Context: an optimization exercise on an open-source flow, tuned for small area and a short achievable clock period. The choices shown serve that exercise and are no tape-out recipe. The RTL was checked by simulation tests, not by an equivalence proof against the original design. Power figures rest on the tool's default switching activity, not on a simulated workload.

## run A
## max_priority_queue
module max_priority_queue #(
    parameter DATA_WIDTH = 16,
    parameter PQ_DEPTH = 32
)(
    input wire clk,
    input wire reset,
    input wire [DATA_WIDTH-1:0] data_in,
    input wire valid_in,
    input wire [1:0] op,
    output wire ready_out,
    output wire [DATA_WIDTH-1:0] pq_out,
    output wire valid_out,
    input wire ready_in
);
    localparam W = DATA_WIDTH;
    localparam N = PQ_DEPTH;
    localparam CW = $clog2(PQ_DEPTH) + 1;
    reg [W*N-1:0] cv;        
    reg [W-1:0] d_reg;       
    reg pend_push, pend_pop, pend_clr;
    reg [W-1:0] top;         
    reg [CW-1:0] cnt;        
    reg not_full, not_empty;
    function ge_small;
        input [W-1:0] a;
        input [W-1:0] b;
        integer k;
        reg c;
        begin
            c = 1'b1;
            for (k = 0; k < W; k = k + 1)
                c = (a[k] & ~b[k]) | (a[k] & c) | (~b[k] & c);
            ge_small = c;
        end
    endfunction
    wire push_in = ~reset & (op == 2'b01) & valid_in & not_full;
    wire pop_in  = ~reset & (op == 2'b10) & ready_in & not_empty;
    wire [N:0] g;
    assign g[0] = 1'b1;
    genvar i;
    generate
  ...
Size in the first run: about 3700 cells after synthesis, ~40 I/O pins, about 32000 um2 of cells after synthesis.
==> flow/config.mk <==
export PLATFORM = sky130hd
export DESIGN_NAME = max_priority_queue
export DESIGN_NICKNAME = max_priority_queue
export VERILOG_FILES = /design/flow/design.v
export SDC_FILE = /design/flow/constraint.sdc
export NUM_CORES = 4
export LEC_CHECK = 0
export CAP_MARGIN = 20
export CORE_MARGIN = 2
export CORE_UTILIZATION = 65
export PLACE_DENSITY = 0.75
export SLEW_MARGIN = 20
export SYNTH_HIERARCHICAL = 1
==> flow/constraint.sdc <==
create_clock -name core_clock -period 15.0 [get_ports {clk}]
set_input_delay 3.0000 -clock core_clock [delete_from_list [all_inputs] [get_ports {clk}]]
set_output_delay 3.0000 -clock core_clock [all_outputs]
set_load 0.01 [all_outputs]
standard.sh (not shown) runs the stock make flow with config.mk's settings and CLKGATE_MAP_FILE= SYNTH_SCRIPT=/design/flow/synth_recipe.tcl, a recipe that flattens the netlist after the stock synthesis.
==> flow/flow/run.sh <==
#!/bin/bash
# Standard layout, with the synthesis buffers removed before placement,
# timing repair aimed below the clock period, and a clock tree without
# dummy loads.
set -euo pipefail
bash standard.sh SETUP_SLACK_MARGIN=10.9 REMOVE_ABC_BUFFERS=1 \
  "CTS_ARGS=-sink_clustering_enable -repair_clock_nets -dont_use_dummy_load -sink_clustering_size 30 -sink_clustering_max_diameter 70 -buf_list sky130_fd_sc_hd__clkbuf_16" \
  finish > standard_flow.log 2>&1
> inputs changed (run A -> run B)
diff --git a/flow/config.mk b/flow/config.mk
--- a/flow/config.mk
+++ b/flow/config.mk
@@ -9,4 +9,4 @@
 export CORE_MARGIN = 2
-export CORE_UTILIZATION = 65
-export PLACE_DENSITY = 0.75
+export CORE_UTILIZATION = 40
+export PLACE_DENSITY = 0.5
 export SLEW_MARGIN = 20
In run B, the post-route cell area came out 930 um2 above the value in run A. Per the comparison of run B with run A, die area now sits higher, clock-buffer cell count now sits higher. Cmp run B vs run A: fmax higher in run B.
Changes in run C relative to run B:
==> flow/flow/run.sh <==
#!/bin/bash
# Standard layout, with the synthesis buffers removed before placement and
# timing repair aimed well below the clock period.
set -euo pipefail
bash standard.sh SETUP_SLACK_MARGIN=11 REMOVE_ABC_BUFFERS=1 finish > standard_flow.log 2>&1
diff --git a/flow/config.mk b/flow/config.mk
--- a/flow/config.mk
+++ b/flow/config.mk
@@ -10,2 +10,5 @@
 export CORE_UTILIZATION = 40
+export CTS_BUF_LIST = sky130_fd_sc_hd__clkbuf_16
+export CTS_CLUSTER_DIAMETER = 70
+export CTS_CLUSTER_SIZE = 24
 export PLACE_DENSITY = 0.5
==> comparison <==
- Compared with run B, in run C cell area increased by 1.7% relative to the old numbers, vias per cell now smaller, share of the clock period used by the worst path barely changed, post-route setup TNS neither gained nor lost much.
- Fraction of power consumed by the clock network: run C vs run B up 3.7 points
- Wire length of the first global-routing pass: run C vs run B, no meaningful difference
- The wire length reported by the detailed router of run B and that of run C are within noise of each other.
Setup changes, run C to run D
==> flow/flow/run.sh <==
#!/bin/bash
# Standard layout, with the synthesis buffers removed before placement and
# timing repair aimed below the clock period.
set -euo pipefail
bash standard.sh SETUP_SLACK_MARGIN=10.9 REMOVE_ABC_BUFFERS=1 finish > standard_flow.log 2>&1
diff --git a/flow/config.mk b/flow/config.mk
--- a/flow/config.mk
+++ b/flow/config.mk
@@ -9,7 +9,7 @@
 export CORE_MARGIN = 2
-export CORE_UTILIZATION = 40
+export CORE_UTILIZATION = 50
 export CTS_BUF_LIST = sky130_fd_sc_hd__clkbuf_16
 export CTS_CLUSTER_DIAMETER = 70
-export CTS_CLUSTER_SIZE = 24
-export PLACE_DENSITY = 0.5
+export CTS_CLUSTER_SIZE = 30
+export PLACE_DENSITY = 0.6
 export SLEW_MARGIN = 20
Notes after the runs:
Run D: clock group share of total power lower than run C. [run D] combinational fraction of design power fell 0.6 points relative to run C. Run D does better than run C on global-route wire length before repair. Run D leaves more setup margin than run C.

## static timing again, ports no longer ideal
The results above use ideal ports. As a check the final layouts listed here were re-extracted and re-timed, cells and wires unchanged. Step 1 assumes that a clkbuf_16 drives the clock port and a buf_2 every other input. Step 2 also shifts input and output timing later by t, the mid clock arrival at the registers, as if the neighbouring blocks saw the same clock. Three values: no drivers, after step 1, after step 2; two values: the first two.
run | t (ns) | slack for setup (ns) | cell pins on the clock port's net
run A | 0.674 | 10.783 / 10.783 / 10.150 | 1
run B | 0.679 | 10.804 / 10.816 / 10.137 | 1
run C | 0.699 | 10.805 / 10.803 / 10.122 | 1
run D | 0.688 | 10.876 / 10.809 / 10.206 | 1
After both steps setup and hold are still met in every run listed. The setup slack of run C, which loses most, moves by -0.002 ns with the drivers and by -0.683 ns with both steps.
